From an optimization exercise on the open Yosys and OpenROAD flow, aimed at small area; shortcuts taken in it are not production practice. The RTL was checked by simulation tests, not by an equivalence proof against the original design. No activity file was given, so power comes from the tool's default toggle rates.

[flow/config.mk]
export PLATFORM = sky130hd
export DESIGN_NAME = Solve
export DESIGN_NICKNAME = Solve
export VERILOG_FILES = /design/flow/design.v
export SDC_FILE = /design/flow/constraint.sdc
export NUM_CORES = 4
export LEC_CHECK = 0
export CAP_MARGIN = 20
export CORE_MARGIN = 2
export CORE_UTILIZATION = 65
export SLEW_MARGIN = 20
export SYNTH_MEMORY_MAX_BITS = 65536
[flow/standard.sh]
#!/bin/bash
# synth_recipe.tcl (not shown) runs the flow's synth.tcl, then flattens the netlist and writes it again
# the make line also repeats each setting of config.mk as NAME=value (left out here)
make -C /OpenROAD-flow-scripts/flow DESIGN_CONFIG=/design/flow/config.mk WORK_HOME=/design/flow/orfs CLKGATE_MAP_FILE= SYNTH_SCRIPT=/design/flow/synth_recipe.tcl "${@:-finish}"
[flow/design.v]
module Adder8421(
    input [16:0] a,
    input [8:0] b,
    output [16:0] c
);
function automatic [4:0] add4(input [3:0] x, input [3:0] y, input ci);
    integer i;
    reg cc;
    reg [3:0] s;
    begin
        cc=ci;
        for(i=0;i<4;i=i+1)begin
            s[i]=x[i]^y[i]^cc;
            cc=(x[i]&y[i])|(cc&(x[i]^y[i]));
        end
        add4={cc,s};
    end
endfunction
function automatic [4:0] digit(input [4:0] s);      
    reg corr;
    begin
        corr=!s[4]&s[3]&(s[2]|s[1]);
        digit={s[4]|corr,corr?{1'b0,s[2]&s[1],s[2]&!s[1],s[0]}:s[3:0]};
    end
endfunction
wire [4:0] d0=digit(add4(a[3:0],b[3:0],1'b0));
wire [4:0] d1=digit(add4(a[7:4],b[7:4],d0[4]));
wire [4:0] d2=digit(add4(a[11:8],{3'd0,b[8]},d1[4]));
wire [4:0] d3=digit(add4(a[15:12],4'd0,d2[4]));
assign c={a[16]^d3[4],d3[3:0],d2[3:0],d1[3:0],d0[3:0]};
endmodule
module JK(
    input J,K,clk,
    input reset,
    output out
);
reg e;
assign out=e;
always @(posedge clk)begin
    if(reset)e<=0;
    else if(J)e<=1;
    else if(K)e<=0;
end
endmodule
module STreg(
    input clk,
    input rst,
    input reset,
    input we,
    input [15:0] data,
    input [15:0] ldata,
    output [15:0] out,
    output [2:0] lcode
);
reg [15:0] re;
reg [2:0] lc;
reg modi;
wire hi=(ldata>=16'hff6a);
wire [7:0] lb=ldata[7:0];
wire [2:0] wc=hi?((lb==8'h6a)?3'd0:(lb<=8'h97)?3'd1:(lb<=8'hc4)?3'd2:(lb<=8'hf1)?3'd3:3'd4):
                 ((ldata<=16'd30)?3'd4:(ldata<=16'd120)?3'd5:(ldata<=16'd210)?3'd6:3'd7);
always @(posedge clk)begin
    if(we&&modi)begin
        re<=data;
        lc<=wc;
    end else if(rst)begin
        re<=0;
        lc<=3'd4;
    end
    if(reset)modi<=0;
    else modi<=!we;
end
assign out=re;
assign lcode=lc;
endmodule
module Judge(
    input clk,
    input start,
    input reset,
    input [15:0] now,
    input [15:0] fac,
    output [2:0] out,
    output signed [15:0] modi,
    output ready
);
reg [1:0] state;
reg [2:0] res;
reg [15:0] dec;              
reg [15:0] rmodi;
assign modi=rmodi;
reg resd;
assign out=res;
assign ready=resd;
wire [15:0] r=rmodi;
wire rb=(r>=16'd65176);
wire lt31 =(r<16'd31) |(rb&(r<16'd65207));
wire lt46 =(r<16'd46) |(rb&(r<16'd65222));
wire lt61 =(r<16'd61) |(rb&(r<16'd65237));
wire lt180=(r<16'd180)|(rb&(r<16'd65356));
wire lt300=(r<16'd300)|(rb&(r<16'd65476));
wire lt315=(r<16'd315)|(rb&(r<16'd65491));
wire lt330=(r<16'd330)|(rb&(r<16'd65506));
wire rsub=(r<16'd360&&r>=16'd180);
wire radd=(r>=16'd360&&r<=16'hff4B);
function automatic [16:0] add16(input [15:0] x, input [15:0] y, input ci);
    integer i;
    reg cc;
    reg [15:0] s;
    begin
        cc=ci;
        for(i=0;i<16;i=i+1)begin
            s[i]=x[i]^y[i]^cc;
            cc=(x[i]&y[i])|(cc&(x[i]^y[i]));
        end
        add16={cc,s};
    end
endfunction
wire [16:0] facnow=add16(fac,~now,1'b1);
wire [16:0] radj=add16(r,rsub?16'hfe98:16'h0168,1'b0);
always @(posedge clk) dec<=facnow[15:0];
always @ (posedge clk) begin
    if(reset)begin
        state<=0;
        resd<=0;
        res<=0;
        rmodi<=0;
    end else
    case(state)
        2'd0:begin
            resd<=0;
            if(start)begin
                state<=1;
            end
        end
        2'd1:begin
            rmodi<=dec;
            state<=2;
        end
        2'd2:begin
            state<=3;
            if(rsub||radd)begin
                rmodi<=radj[15:0];
            end
            if(lt180)begin
                if(!lt46)begin
                    if(!lt61)res<=3'b111;
                    else res<=3'b110;
                end else begin
                    if(!lt31)res<=3'b101;
                    else res<=3'b100;
                end
            end else begin
                if(lt315)begin
                    if(lt300)res<=3'b011;
                    else res<=3'b010;
                end else begin
                    if(lt330)res<=3'b001;
                    else res<=3'b000;
                end
            end
        end
        2'd3:begin
            state<=0;
            resd<=1;
        end
    endcase
end
endmodule
module Score#(
    parameter AC=16'h100
)(
    input clk,
    input rst,
    input reset,
    input cal,
    input [2:0] result,
    input signed [15:0] dev,
    output [31:0] out
);
reg [8:0] mid;
reg [16:0] score;
wire [16:0] value;
wire [5:0] m=dev[15]?dev[5:0]:(~dev[5:0])+6'd1;
wire [3:0] mlo=4'd9-{1'b0,m[2:0]};
wire [3:0] mhi8=4'd8-{1'b0,m[5:3]};
wire [3:0] mhi9=4'd9-{1'b0,m[5:3]};
reg start;
reg state;
reg [3:0] astate;
wire ok=(astate==4'd8);
Adder8421 adder(
    .a(score),
    .b(mid),
    .c(value)
);
always @(posedge clk)begin
    if(reset)astate<=4'd9;
    else if(rst)astate<=4'd9;
    else if(astate==4'd9)begin
        if(start)astate<=4'd0;
    end else if(astate==4'd8)astate<=4'd9;
    else astate<=astate+4'd1;    
end
always @(posedge clk)begin
    if(reset)begin
        state<=0;
        start<=0;
        score<=0;
    end else if(rst)score<=0;
    else begin
        if(state)begin
            start<=0;
            if(ok)begin
                state<=0;
                score<=value;
            end
        end else begin
            if(cal)begin
                state<=1;
                start<=1;
                if(result[1:0]==0)begin
                    mid<=AC;
                end else if(result[1:0]==3)begin
                    mid<=0;
                end else if(result[1])begin
                    mid<={1'b0,mhi8,mlo};
                end else begin
                    mid<={1'b0,mhi9,mlo};
                end
            end
        end
    end
end
assign out={15'd0,score};
endmodule
module memroad(
    input [7:0] a,
    output [7:0] x,
    output [7:0] y,
    output anti,
    output [2:0] lc,
    output d
);
wire [20:0] w;
localparam [255:0] C0 = 256'h00000000000000000000000000000015552aaaaaaaaaab555555555555555555;
assign w[0] = C0[a];
localparam [255:0] C1 = 256'h00000000000000000000000000000004000300c300d30d668308060600086100;
assign w[1] = C1[a];
localparam [255:0] C2 = 256'h0000000000000000000000000000000834a1034d3b6d363315750383a9d022ea;
assign w[2] = C2[a];
localparam [255:0] C3 = 256'h00000000000000000000000000000007cf5cfc30e410c198e8eaf878572f9d95;
assign w[3] = C3[a];
localparam [255:0] C4 = 256'h0000000000000000000000000000000fff800000000001ffffffff8000f86000;
assign w[4] = C4[a];
localparam [255:0] C5 = 256'h00000000000000000000000000000018007ffe07f19ffe000ff1ffffffffc000;
assign w[5] = C5[a];
localparam [255:0] C6 = 256'h0000000000000000000000000000001fff800007fff9e63cf60200ff10703e3b;
assign w[6] = C6[a];
localparam [255:0] C7 = 256'h0000000000000000000000000000001ffffe0079ff87e1c0f80203fc0f8fc1c7;
assign w[7] = C7[a];
localparam [255:0] C8 = 256'h0000000000000000000000000000001fffffff81fffe183cfe02000000000000;
assign w[8] = C8[a];
localparam [255:0] C9 = 256'h000000000000000000000000000000181fbe0187f199e63ff7f1fcfcef8fc1c4;
assign w[9] = C9[a];
localparam [255:0] C10 = 256'h0000000000000000000000000000001fe03e01878e60003ff00ffffce0003ffc;
assign w[10] = C10[a];
localparam [255:0] C11 = 256'h0000000000000000000000000000001fffc1fe787fffffc00ffe00031ffffffc;
assign w[11] = C11[a];
localparam [255:0] C12 = 256'h0000000000000000000000000000000000000000000000000000000000000003;
assign w[12] = C12[a];
localparam [255:0] C13 = 256'h0000000000000000000000000000000cff0ee7bfd83f83046307fc03ffffc000;
assign w[13] = C13[a];
localparam [255:0] C14 = 256'h00000000000000000000000000000003ff0107bfa48d4855dd5f5655badaab6e;
assign w[14] = C14[a];
localparam [255:0] C15 = 256'h0000000000000000000000000000001fff01f83e7cfecf87c100cc327c1cd89f;
assign w[15] = C15[a];
localparam [255:0] C16 = 256'h0000000000000000000000000000001fff000041837e37c43f01c3f0001f07ff;
assign w[16] = C16[a];
localparam [255:0] C17 = 256'h0000000000000000000000000000000d4a1554ad5b4cb491a25895a5bac55491;
assign w[17] = C17[a];
localparam [255:0] C18 = 256'h00000000000000000000000000000003310d98327c8cc86e3fa04e6e7c19b3f1;
assign w[18] = C18[a];
localparam [255:0] C19 = 256'h00000000000000000000000000000000ff021fc0000cffffc0003fe0001e0ff1;
assign w[19] = C19[a];
localparam [255:0] C20 = 256'h0000000000000000000000000000000000ffe0007ff300000000001fffe0000e;
assign w[20] = C20[a];
assign {x,y,anti,lc,d} = w;
endmodule
module Solve#(
    parameter Y=150,
    parameter X=200
)(
    input clk,
    input rst,
    input halt,
    input prepare,
    input start,
    input next,
    input switcher,
    input sw2,
    input auto,
    input keep,
    input [15:0] length,
    input [15:0] now,
    input [4:0] debug,
    output [15:0] dataput,
    output [31:0] dataput2,
    output wrong,
    output solved,
    output fakeclick,
    output [31:0] score,
    output signed [15:0] wwmodi,
    output ready,
    output wfresh,
    output [11:0] wcolorp,
    output [17:0] wBLOn,
    output nnote0,
    output [15:0] wnotex,wnotey,
    output [15:0] wperc,
    output endpass
);
localparam IDLE=10;
localparam WAITSTART=1;
localparam READNOTE=2;
localparam READINGNOTE=3;
localparam README=4;
localparam READINGSWI=5;
localparam WAIT=6;
localparam WAITJUDGE=7;
localparam CACHEDEV=8;
localparam PASS=14;
localparam WRONG=15;
localparam XY=X*Y;
localparam LAST=132;         
function automatic [16:0] add16(input [15:0] x, input [15:0] y, input ci);
    integer i;
    reg cc;
    reg [15:0] s;
    begin
        cc=ci;
        for(i=0;i<16;i=i+1)begin
            s[i]=x[i]^y[i]^cc;
            cc=(x[i]&y[i])|(cc&(x[i]^y[i]));
        end
        add16={cc,s};
    end
endfunction
function automatic lt8(input [7:0] x, input [7:0] y);
    integer i;
    reg r;
    begin
        r=1'b0;
        for(i=0;i<8;i=i+1)
            r=(~x[i]&y[i])|(r&(~x[i]|y[i]));
        lt8=r;
    end
endfunction
reg [3:0] state;
reg [7:0] cur;
reg pz;
wire rd=(state==READNOTE)||(state==README)||(state==READINGSWI)||(state==READINGNOTE);
wire [16:0] cur1w=add16({8'd0,cur},16'd0,1'b1);
wire [7:0] cur1=cur1w[7:0];
reg [1:0] sn;                
reg tillf;                   
reg [3:0] ak;                
reg signed [15:0] modi;
reg [3:0] waitr;
reg [3:0] cc;                
reg fclick;
reg fresh;
reg dealtadd;
reg invalidadd;
reg preparing;
reg beginscore;
reg judgestart;
wire [7:0] nx,ny;
wire anti,nd;
wire [2:0] lc;
memroad memroad(
    .a(cur),
    .x(nx),
    .y(ny),
    .anti(anti),
    .lc(lc),
    .d(nd)
);
reg [3:0] lk;                
always @(*) begin
    case(lc)
        3'd1: lk=4'd1;
        3'd2: lk=4'd2;
        3'd3: lk=4'd3;
        3'd4: lk=4'd4;
        3'd5: lk=4'd6;
        3'd6: lk=4'd8;
        default: lk=4'd0;
    endcase
end
wire [8:0] notel=lk*6'd45;
wire [8:0] alldev=ak[2:0]*6'd45;
wire pge=anti?(nd?(now>16'd179&&now<16'd65356):(now>16'd359)):
              (nd?(now<16'd181||now>16'd540):(now<16'd1||now>16'd360));
reg [15:0] pk;
always @(*) begin
    case({anti,nd,pge})
        3'b100: pk=16'd0;
        3'b101: pk=16'hfe98;
        3'b110: pk=16'd180;
        3'b111: pk=16'hff4c;
        3'b000: pk=16'd361;
        3'b001: pk=16'd1;
        3'b010: pk=16'd541;
        default: pk=16'd181;
    endcase
end
wire [15:0] perc=(anti?now:~now)+pk;
assign wperc=perc;
wire addsign;
wire [15:0] outnow;
wire [2:0] lcode;
JK regjk(
    .clk(clk),
    .reset(rst),
    .J(next),
    .K(dealtadd||(state==IDLE)),
    .out(addsign)
);
STreg regtime(
    .clk(clk),
    .reset(rst),
    .rst(prepare),
    .we(next),
    .data(now),
    .ldata(length),
    .out(outnow),
    .lcode(lcode)
);
wire [2:0] jures;
wire AC=~(jures[1]&jures[0]);
wire judgeready;
wire signed [15:0] wmodi;
assign wwmodi=modi;
Judge judger(
    .clk(clk),
    .reset(rst),
    .start(judgestart),
    .ready(judgeready),
    .now(outnow),
    .fac({7'd0,alldev}),
    .modi(wmodi),
    .out(jures)
);
Score #(.AC(16'h100)) scorer(
    .clk(clk),
    .rst(preparing),
    .reset(rst),
    .cal(beginscore),
    .dev(wmodi),
    .result(jures),
    .out(score)
);
wire [16:0] taskri_d=add16({7'd0,notel},modi,1'b0);
reg [15:0] taskri;
always @(posedge clk) taskri<=taskri_d[15:0];
wire [16:0] dl=add16(length,~taskri,1'b1);           
wire nb=dl[16];
wire [15:0] d=dl[15:0];
wire len_eq=(d==16'd0);                               
wire ge80=(d>=16'd80);
wire len_ge=(taskri>=16'hffb0)?(nb|ge80):(nb&ge80);   
wire len_le=(taskri>16'd90&&taskri<=16'd65445)?(!nb&&d<=16'd65446):(length==16'd0);  
wire early=(lcode<=lc);      
wire seq=pz?(sn==2'd0||sn==2'd3):((sn==2'd1&&cur==8'd48)||(sn==2'd2&&cur==8'd94));
wire s2=(sn==2'd2);
wire [3:0] snote4={s2,s2,s2,sn[0]^sn[1]};
assign ready=(state==WAITSTART);
assign wrong=(state==WRONG);
assign wnotex={8'd0,nx};
assign wnotey={8'd0,ny};
assign solved=dealtadd&&(!invalidadd);
assign fakeclick=fclick;
assign wBLOn=(sn==2'd2)?XY:(sn==2'd3)?2*XY:18'd0;
assign wfresh=fresh;
reg [11:0] colorp;
always @(*) begin
    case(cc)
        4'd12:colorp=12'h2f0;
        4'd13:colorp=12'hff0;
        4'd14:colorp=12'hf80;
        4'd15:colorp=12'hf00;
        4'd8:colorp=12'h0f2;
        4'd9:colorp=12'h0ff;
        4'd10:colorp=12'h08f;
        4'd11:colorp=12'h22f;
        default:colorp=12'h000;
    endcase
end
assign wcolorp=colorp;
assign nnote0=!pz&&(rd?!cur[0]:cur[0]);
assign endpass=(state==PASS);
always @(posedge clk) begin
    if(rst)begin
        state<=IDLE;
        fclick<=0;
        fresh<=0;
        pz<=1;
        cur<=8'd255;
        sn<=0;
        modi<=0;
        waitr<=0;
        preparing<=0;
        cc<=0;
        dealtadd<=0;
        invalidadd<=0;
        beginscore<=0;
        judgestart<=0;
    end else
    case(state)
        IDLE:begin
            if(prepare)begin
                fresh<=0;
                pz<=1;
                modi<=0;
                waitr<=15;
                preparing<=1;
                sn<=0;
                ak<=0;
                state<=READNOTE;
            end
        end
        WAITSTART:begin
            preparing<=0;
            if(start)begin
                fresh<=1;
                state<=WAIT;
            end
        end
        READNOTE:begin
            fresh<=0;
            dealtadd<=0;
            beginscore<=0;
            state<=README;
        end
        READINGSWI:begin
            fresh<=1;
            sn<=sn+2'd1;
            state<=README;
        end
        READINGNOTE:begin
            cur<=pz?8'd0:cur1;
            pz<=0;
            tillf<=1;
            if(!pz&&cur==LAST-1)state<=PASS;
            else state<=CACHEDEV;
        end
        README:begin
            fresh<=0;
            state<=seq?READINGSWI:READINGNOTE;
        end
        CACHEDEV: begin
            fresh<=0;
            dealtadd<=0;
            invalidadd<=0;
            fclick<=0;
            if(tillf)begin
                tillf<=0;
                ak<=ak+lk;
            end else if(ak[3])begin
                ak[3]<=1'b0;
            end else if(preparing)begin
                state<=WAITSTART;
            end else if(waitr!=4'd15)begin
                waitr<=waitr+4'd1;
            end else state<=WAIT;
        end
        WAIT: begin
            fresh<=0;
            if(debug[4]&&lt8(cur,{debug[3:0],3'd0}))begin
                state<=READNOTE;
                fresh<=1;
            end else if(halt)begin
                state<=IDLE;
            end else if(addsign)begin
                dealtadd<=1;
                if((early&&keep)||len_le)begin
                    state<=CACHEDEV;
                    invalidadd<=1;
                end else begin
                    state<=WAITJUDGE;
                    judgestart<=1;
                end
            end else if(len_ge)begin
                if(keep)begin
                    state<=CACHEDEV;
                    waitr<=4'd1;
                    fclick<=1;
                end
                else begin
                    modi<=-16'sd80;
                    cc<=4'd11;
                    state<=WRONG;
                end
            end else if(auto)begin
                if(len_eq)begin
                    state<=CACHEDEV;
                    waitr<=4'd1;
                    fclick<=1;
                end
            end
        end
        WAITJUDGE:begin
            judgestart<=0;
            if(judgeready)begin
                cc<={1'b1,jures};
                modi<=wmodi;
                if((!AC)&&(!keep))begin
                    state<=WRONG;
                end else begin
                    beginscore<=1;
                    state<=READNOTE;
                end
            end
        end
        WRONG:begin
            if(halt)begin
                state<=IDLE;
            end
        end
        PASS:begin
            if(halt)begin
                state<=IDLE;
            end
        end
        default:;
    endcase
end
wire [16:0] nmodi17=add16(~modi,16'd0,1'b1);
wire [15:0] nmodi=nmodi17[15:0];
assign dataput=switcher?(sw2?perc[15:0]:now[15:0]):{snote4,waitr[3:0],state[3:0],4'd0};
wire [31:0] putdata1={colorp,1'd0,jures,score[31:16]};
wire [31:0] putdata2={modi[15:0],wmodi[15:0]};
wire [31:0] dataput22=switcher?putdata1:putdata2;
wire [31:0] putdata3=switcher?{modi,nmodi}:{nmodi,modi};
assign dataput2=sw2?putdata3:dataput22;
endmodule
[flow/flow/run.sh]
#!/bin/bash
# Standard layout, with the port buffers made of the smallest buffer cell
# and a clock tree of smaller buffers without dummy loads.
export BUFFER_PORTS_ARGS="-buffer_cell sky130_fd_sc_hd__buf_1"
export CTS_ARGS="-sink_clustering_enable -repair_clock_nets -dont_use_dummy_load -buf_list sky130_fd_sc_hd__clkbuf_8 -sink_clustering_size 16"
bash standard.sh > standard.log 2>&1
[flow/constraint.sdc]
create_clock -name core_clock -period 10.0 [get_ports {clk}]
set_input_delay 2.0000 -clock core_clock [delete_from_list [all_inputs] [get_ports {clk}]]
set_output_delay 2.0000 -clock core_clock [all_outputs]
set_load 0.01 [all_outputs]
==> results of run 1 <==
[area by class of cell]
| type | count | area, sq um |
|---|---|---|
| Timing Repair Buffer | 219 | 938 |
| Fill cell | 2024 | 7140 |
| Inverter | 153 | 574 |
| Sequential cell | 165 | 3640 |
| Clock buffer | 17 | 234 |
| Tap cell | 319 | 399 |
| Multi-Input combinational cell | 1509 | 10600 |
[placed cells by master (no fill, tap or decap), drive strengths merged, types with 13 or more instances in the layout]
| master | instances |
|---|---|
| or2 | 13 |
| nor3b | 14 |
| xor2 | 14 |
| a211oi | 42 |
| a31oi | 37 |
| nor2 | 187 |
| nand3 | 54 |
| edfxtp | 33 |
| o211ai | 23 |
| and3 | 21 |
| conb | 38 |
| inv | 151 |
| nand4 | 14 |
| nor2b | 29 |
| nand2b | 34 |
| and2 | 18 |
| ha | 132 |
| nor3 | 59 |
| a211o | 13 |
| dfxtp | 132 |
| fa | 54 |
| xnor2 | 39 |
| a21oi | 144 |
| o21ai | 131 |
| nand2 | 134 |
| buf | 216 |
| mux2i | 56 |
| a311oi | 13 |
| clkbuf | 20 |
| nor4 | 15 |
| o22ai | 20 |
| a21o | 15 |
| o31ai | 15 |
[cells in the mapped netlist (42+ instances only)]
cell | count | area share (%)
sky130_fd_sc_hd__a211oi_1 | 42 | 2.0
sky130_fd_sc_hd__a21oi_1 | 144 | 4.6
sky130_fd_sc_hd__buf_4 | 53 | 2.6
sky130_fd_sc_hd__clkbuf_1 | 108 | 2.6
sky130_fd_sc_hd__dfxtp_1 | 132 | 17
sky130_fd_sc_hd__fa_1 | 54 | 7.0
sky130_fd_sc_hd__ha_1 | 132 | 11
sky130_fd_sc_hd__inv_1 | 150 | 3.6
sky130_fd_sc_hd__mux2i_1 | 56 | 3.6
sky130_fd_sc_hd__nand2_1 | 134 | 3.2
sky130_fd_sc_hd__nand3_1 | 54 | 1.7
sky130_fd_sc_hd__nor2_1 | 187 | 4.5
sky130_fd_sc_hd__nor3_1 | 58 | 1.9
sky130_fd_sc_hd__o21ai_0 | 130 | 4.2
[stage by stage]
step	hold WS (ns)	setup WS, ns	power (mW)
CTS	0.455	0.218	3.00
floorplan	0.431	0.0196	2.19
global placement	0.446	-0.0691	2.59
finish	0.451	0.333	3.05
detailed placement	0.449	-0.281	2.63
global route	0.462	0.0262	3.30
[routing by layer]
layer | vias up | routed length [um]
met1 | 7019 | 19000
met5 | - | 0
met4 | 0 | 1750
met3 | 160 | 4480
li1 | 7111 | -
met2 | 918 | 21000
[timing repair]
item | CTS | global route
resized for setup | 0 | 7
setup endpoints to repair | 0 | 27
hold buffers | 0 | 0
[worst max-delay path, delay by kind of cell]
family	cells	cell delay, ns
adders and majority gates	17	6.10
buffers and inverters	6	0.38
and+or+nand+nor	3	0.83
AOI/OAI and AO/OA	3	0.57
muxes	1	0.14
[sequential cells by signal, summed over array words and instances (netlist names), 7 cells and up]
register,count
judger.rmodi,16
wcolorp,7
judger.dec,16
cur,8
scorer.mid,9
regtime.re,16
scorer.score,17
modi,16
taskri,16
[logic make-up (layout without fill, tap and decap cells)]
kind of cell	count (synthesis)	count (layout)	share of synthesized area, %
fa+ha+maj	189	189	17.8
compound gates	546	546	22.6
other cells	1	38	0.0241
mux	58	58	3.83
simple gates	625	625	19.6
buf+inv	343	389	9.73
flops	165	165	23.4
xor+xnor	53	53	2.99
[worst paths after layout]
check,startpoint,end,slack [ns]
setup / recovery,length[0],waitr[2],0.33
hold / removal,judger.dec[2],judger.rmodi[2],0.45
setup reg to reg,cur[0],taskri[15],1.35
hold reg to reg,judger.dec[2],judger.rmodi[2],0.45
[power breakdown]
| group | internal (mW) | switching [mW] |
|---|---|---|
| registers | 0.786 | 0.174 |
| logic | 0.640 | 1.08 |
| clock network | 0.150 | 0.215 |
| total | 1.58 | 1.47 |
==> results.ini, run 1 <==
[run_status]
outcome = timing/DRC/antenna clean

[setup_path]
start_kind = primary input
critical_path.most_common_cell = sky130_fd_sc_hd__fa_1
arrival_time_reported_for_the_critical_path_endpoint_ns = 10.01
slowest_stage = sky130_fd_sc_hd__fa_1
critical_path_max_stage_delay_ns = 0.44
critPathKind = primary input to register
worst_ep_required_ns = 10.34
worst-r2r-cell-count = 29
peak_fanout_along_the_critical_path = 6
critical_path.endpoint_type = register

[synthesis]
syn-cell-area_sq_mm = 0.0155
yosysUniqueCellTypes = 87
ys_dominant_reg_cell = sky130_fd_sc_hd__dfxtp_1
ys.warnings.count = 6
async_reset_ff_share_pct = 0
syn-instance-count = 1980
synth.yosys.seq_area_share_pct = 23.4
synth-seq-cells = 165
number_of_synthesized_flops_with_an_enable_pin = 33
syn-mean-instance-area_sq_um = 7.84

[global_routing]
number_of_antenna_violations_at_the_first_check_in_global_routing = 0
first_global_vias = 13711
grt_remaining_overflow = 0
grt_busiest_layer = met2
grtUsageTotal_pct = 36.5
grt_pass1_wl_um = 72100
largest_net_degree_at_the_start_of_global_routing = 97
grt_use_met3_pct = 6.80
use_met1_pct = 48.6
met2_usage_pct = 59.0

[finish]
post_route_cells_drive_above_1_share_pct = 4.02
postLayoutCoreUtil_pct = 69.6
areaGrowthSynthToFinish_pct = 5.20
filler_free_cell_count_of_the_finished_design = 2382
layout.cell_area.non_filler_sq_mm = 0.0163
finalNetCount = 2298
n_antenna_cell = 0

[sta]
tightestPinTransition_ns = 1.09
fin_tns_setup_ns = 0
hold_viol_final = 0
skew_ns = 0.0438
slew_violations = 0
min_period_ns = 9.67
max_slew_margin_pct = 26.8
finalCritPeriodShare_pct = 96.7
finalSetupViolations = 0
achievable-frequency_ghz = 0.103
grt_setup_unrepaired = false

[drt]
post-route-drc-count = 0
routed-via-count = 15208
routed_wire_length_per_instance_um = 19.4
drt_first_pass_iters = 7
detail_route.vias_per_cell = 6.38
postRouteAntennaNets = 0
drt_wl_total_um = 46300
initial_detailed_routing_violation_count = 1820

[power]
peakVddDrop_uv = 132
power_density_mw_per_mm2 = 187
power_leakage_nw = 6.65

[floorplan]
rows = 56
die_height_um = 159
floorplan.die_area_sq_mm = 0.0251
core_sq_mm = 0.0235
initial_utilization_pct = 66.2
io-pin-count = 228
die_w_um = 159

[clocking]
cts_setup_buffers = 0
clock_sinks = 165
clkLatencyLatePin_ns = 0.47
cts_buffers = 17
cts_tree = built
cts.root.buffer_cell = sky130_fd_sc_hd__clkbuf_8
clock_path_buffers = 2
clk_transition_reported_paths_ns = 0.09
cts-htree-levels = 4

[hold_path]
min-delay-path-class = register to register
holdPathStages = 2

[placement]
place.port_buffers = 189
detailedPlacementHpwl_um = 34100
place_inst = 2365
dpl_cell_area_sq_mm = 0.0161
gpl.final_weighted_congestion = 0.997

[flow_run]
maxCapViolations = 0

==> run 2: changes to the inputs <==
==> flow/flow/run.sh (replaced) <==
#!/bin/bash
# Standard layout, with the port buffers made of the smallest buffer cell
# and a clock tree of smaller buffers without dummy loads.
export BUFFER_PORTS_ARGS="-buffer_cell sky130_fd_sc_hd__buf_1"
export CTS_ARGS="-sink_clustering_enable -repair_clock_nets -dont_use_dummy_load -buf_list sky130_fd_sc_hd__clkbuf_16 -sink_clustering_size 30 -sink_clustering_max_diameter 60"
bash standard.sh > standard.log 2>&1
--- a/flow/config.mk
+++ b/flow/config.mk
@@ -7,6 +7,6 @@
 export LEC_CHECK = 0
 export CAP_MARGIN = 20
 export CORE_MARGIN = 2
-export CORE_UTILIZATION = 65
+export CORE_UTILIZATION = 40
 export SLEW_MARGIN = 20
 export SYNTH_MEMORY_MAX_BITS = 65536
==> run 2 against run 1 <==
Clock skew decreased by 0.022 ns. Design area increased by 2.9%. Sequential power decreased by 0.5%. Sequential share of layout area decreased by 0.63 points. Critical path type unchanged. Critical endpoint is now wcolorp[7]. Largest power group unchanged.
==> results.ini, run 2 <==
[clocking]
clock_path_buffers = 2
cts.root.buffer_cell = sky130_fd_sc_hd__clkbuf_16
clk_transition_reported_paths_ns = 0.06
clkLatencyLatePin_ns = 0.43
cts_buffers = 17
cts-htree-levels = 4
cts_hold_buffers = 0
clock_sinks = 165
cts_tree = built

[placement]
gpl.final_weighted_congestion = 0.953
dpl_cell_area_sq_mm = 0.0163
place.port_buffers = 189
detailedPlacementHpwl_um = 37600

[sta]
finalSetupViolations = 0
slew_violations = 0
achievable-frequency_ghz = 0.104
min_period_ns = 9.64
grt_setup_unrepaired = false
tightestPinTransition_ns = 1.03
finalCritPeriodShare_pct = 96.4
fin_tns_setup_ns = 0
skew_ns = 0.0219
hold_viol_final = 0
max_slew_margin_pct = 31.4

[synthesis]
post-synth-top-area-fraction_pct = 17.0
yosys.cell_count.top_type = sky130_fd_sc_hd__nor2_1
synth_area_leaders = sky130_fd_sc_hd__dfxtp_1, sky130_fd_sc_hd__ha_1, sky130_fd_sc_hd__fa_1, sky130_fd_sc_hd__edfxtp_1, sky130_fd_sc_hd__a21oi_1
yosysUniqueCellTypes = 87
syn-instance-count = 1980
synth-seq-cells = 165
ys.warnings.count = 6
async_reset_ff_share_pct = 0
number_of_synthesized_flops_with_an_enable_pin = 33
ys_dominant_reg_cell = sky130_fd_sc_hd__dfxtp_1
synth.yosys.seq_area_share_pct = 23.4
syn-mean-instance-area_sq_um = 7.84
syn-cell-area_sq_mm = 0.0155
synthTopCellsByCount = sky130_fd_sc_hd__nor2_1, sky130_fd_sc_hd__inv_1, sky130_fd_sc_hd__a21oi_1, sky130_fd_sc_hd__nand2_1
synth.largest_area_cell = sky130_fd_sc_hd__dfxtp_1

[finish]
areaGrowthSynthToFinish_pct = 8.29
layout.cell_area.non_filler_sq_mm = 0.0168
postLayoutCoreUtil_pct = 43.7
post_route_cells_drive_above_1_share_pct = 4.40
fillCellCount = 3997
layout_commonest_cell = sky130_fd_sc_hd__nor2_1
number_of_flip_flops_under_the_largest_register_name = 17
max_flop_register = scorer.score
n_antenna_cell = 0
most-common-layout-cells = sky130_fd_sc_hd__nor2_1, sky130_fd_sc_hd__buf_1, sky130_fd_sc_hd__inv_1
finalNetCount = 2301

[global_routing]
grtUsageTotal_pct = 24.1
grt_pass1_wl_um = 78500
number_of_antenna_violations_at_the_first_check_in_global_routing = 1
grt_remaining_overflow = 0
largest_net_degree_at_the_start_of_global_routing = 96
first_global_vias = 14067

[drt]
drt_wl_total_um = 49700
post-route-drc-count = 0
initial_detailed_routing_violation_count = 1498
routed_wire_length_per_instance_um = 19.2
detail_route.vias_per_cell = 5.78
drt_first_pass_iters = 5
routed-via-count = 14942
postRouteAntennaNets = 0

[power]
power_density_mw_per_mm2 = 191
peakVddDrop_uv = 115
power.switching_fraction_pct = 46.2
sequential_cell_fraction_of_total_power_pct = 29.8
switchingPower_mw = 1.48
p_int_mw = 1.72
pwr-share-comb_pct = 53.5
power_leakage_nw = 6.75
pwr-share-clk_pct = 16.7

[setup_path]
critical_path_max_stage_delay_ns = 0.42
slowest_stage = sky130_fd_sc_hd__fa_1
arrival_time_reported_for_the_critical_path_endpoint_ns = 9.95
critical_path.endpoint_type = register
critical_path.most_common_cell = sky130_fd_sc_hd__fa_1
critPathKind = primary input to register
worst_ep_required_ns = 10.31
start_kind = primary input
peak_fanout_along_the_critical_path = 6

[floorplan]
die_w_um = 201
io-pin-count = 228
initial_utilization_pct = 40.4
rows = 72
die_height_um = 201
floorplan.die_area_sq_mm = 0.0404
core_sq_mm = 0.0385

[run_status]
outcome = timing/DRC/antenna clean

[flow_run]
maxCapViolations = 0

[hold_path]
min-delay-path-class = register to register

## run 2: cell types whose count changed in the layout (fill, tap and decap cells not counted), moves of 3 or more
cell                        delta
sky130_fd_sc_hd__clkbuf_16    +17
sky130_fd_sc_hd__clkbuf_8     -17
sky130_fd_sc_hd__fa_1          -3
sky130_fd_sc_hd__fa_2          +3
## run 2: power groups by stage
stage / Sequential (mW) / Clock, mW / Combinational, mW
floorplan: 0.869 / 0 / 1.32
global placement: 0.964 / 0 / 1.66
detailed placement: 0.965 / 0 / 1.69
CTS: 0.951 / 0.547 / 1.70
global route: 0.970 / 0.576 / 1.94
finish: 0.955 / 0.534 / 1.72
## run 2: cell families after synthesis
group	count (synthesis)	synth area share [%]
xor gates and xnor gates	53	2.99
other	1	0.0241
AOI/OAI and AO/OA	546	22.6
and+or+nand+nor	625	19.6
muxes	58	3.83
buffers and inverters	343	9.73
adders and majority gates	189	17.8
DFF	165	23.4
## run 2: critical path, delay by kind of cell
family | cells | cell delay, ns
multiplexers | 1 | 0.34
adder cells (fa/ha/maj) | 17 | 6.00
AO/OA/AOI/OAI | 2 | 0.39
buffers and inverters | 7 | 0.53
AND/OR/NAND/NOR | 5 | 0.67
## run 2: timing repair
action | CTS | global route
endpoints found under the setup margin | 0 | 28
resized for setup | 0 | 14
buffers inserted | 0 | 1
## run 2: area by class of cell
cell class	count	area [sq um]	area share, %
clock buffers	17	425	2.53
inverters	153	574	3.42
multi-input cells	1509	10600	62.8
flip-flops and latches	165	3640	21.6
well taps	518	648	3.85
repair buffers	222	962	5.72
## run 2: final timing paths
| check | slack, ns | to | from | cells after the start |
|---|---|---|---|---|
| setup reg to reg | 1.50 | taskri[15] | cur[1] | 29 |
| hold / removal | 0.45 | judger.dec[15] | regtime.re[15] | 1 |
| hold reg to reg | 0.45 | judger.dec[15] | regtime.re[15] | 1 |
| setup / recovery | 0.36 | wcolorp[7] | length[0] | 32 |
## run 2: through the flow
stage	power, mW	instances	setup WS (ns)	hold slack [ns]
4_1_cts	3.20	2582	0.104	0.463
2_1_floorplan	2.19	2017	0.0196	0.431
5_1_grt	3.48	2584	0.00269	0.482
6_report	3.20	2584	0.357	0.455
3_5_place_dp	2.65	2565	-0.323	0.454
3_3_place_gp	2.63	2565	-0.224	0.443
## run 2: layer usage
layer  GRT usage (%)  share of wire (%)  vias to the layer above
met2            39.2                 46                      640
met1            33.1                 44                     7065
met5               0              0.026                        -
met4            6.24                2.3                        2
met3            4.04                7.0                       91
li1                -                  -                     7144

-- port drivers added, routing unchanged --
Ports are ideal in the flow. The routed layouts listed here were re-timed in OpenROAD. Step 1 (the two cells are an assumption about what drives the block):
set clk [get_ports {clk}]
set_driving_cell -lib_cell sky130_fd_sc_hd__clkbuf_16 $clk
set_driving_cell -lib_cell sky130_fd_sc_hd__buf_2 [delete_from_list [all_inputs] $clk]
Step 2 adds t to the input delays and takes it off the output delays; t is the mean of the earliest and latest rising clock arrival at the registers after step 1. Input paths then give back, and output paths get back, about the clock's delay inside the block. Slacks: no drivers / after step 1 / after step 2; pairs: no drivers / after step 1.
run	t (ns)	setup slack, ns	pins driven straight from the clock port
run 1	0.499	0.333 / 0.360 / -0.139	1
run 2	0.477	0.357 / 0.391 / -0.086	1
Met with ideal ports but missed after step 2: setup timing in run 1 and run 2. The setup slack of run 1, which loses most, moves by +0.027 ns with the drivers and by -0.472 ns with both steps.
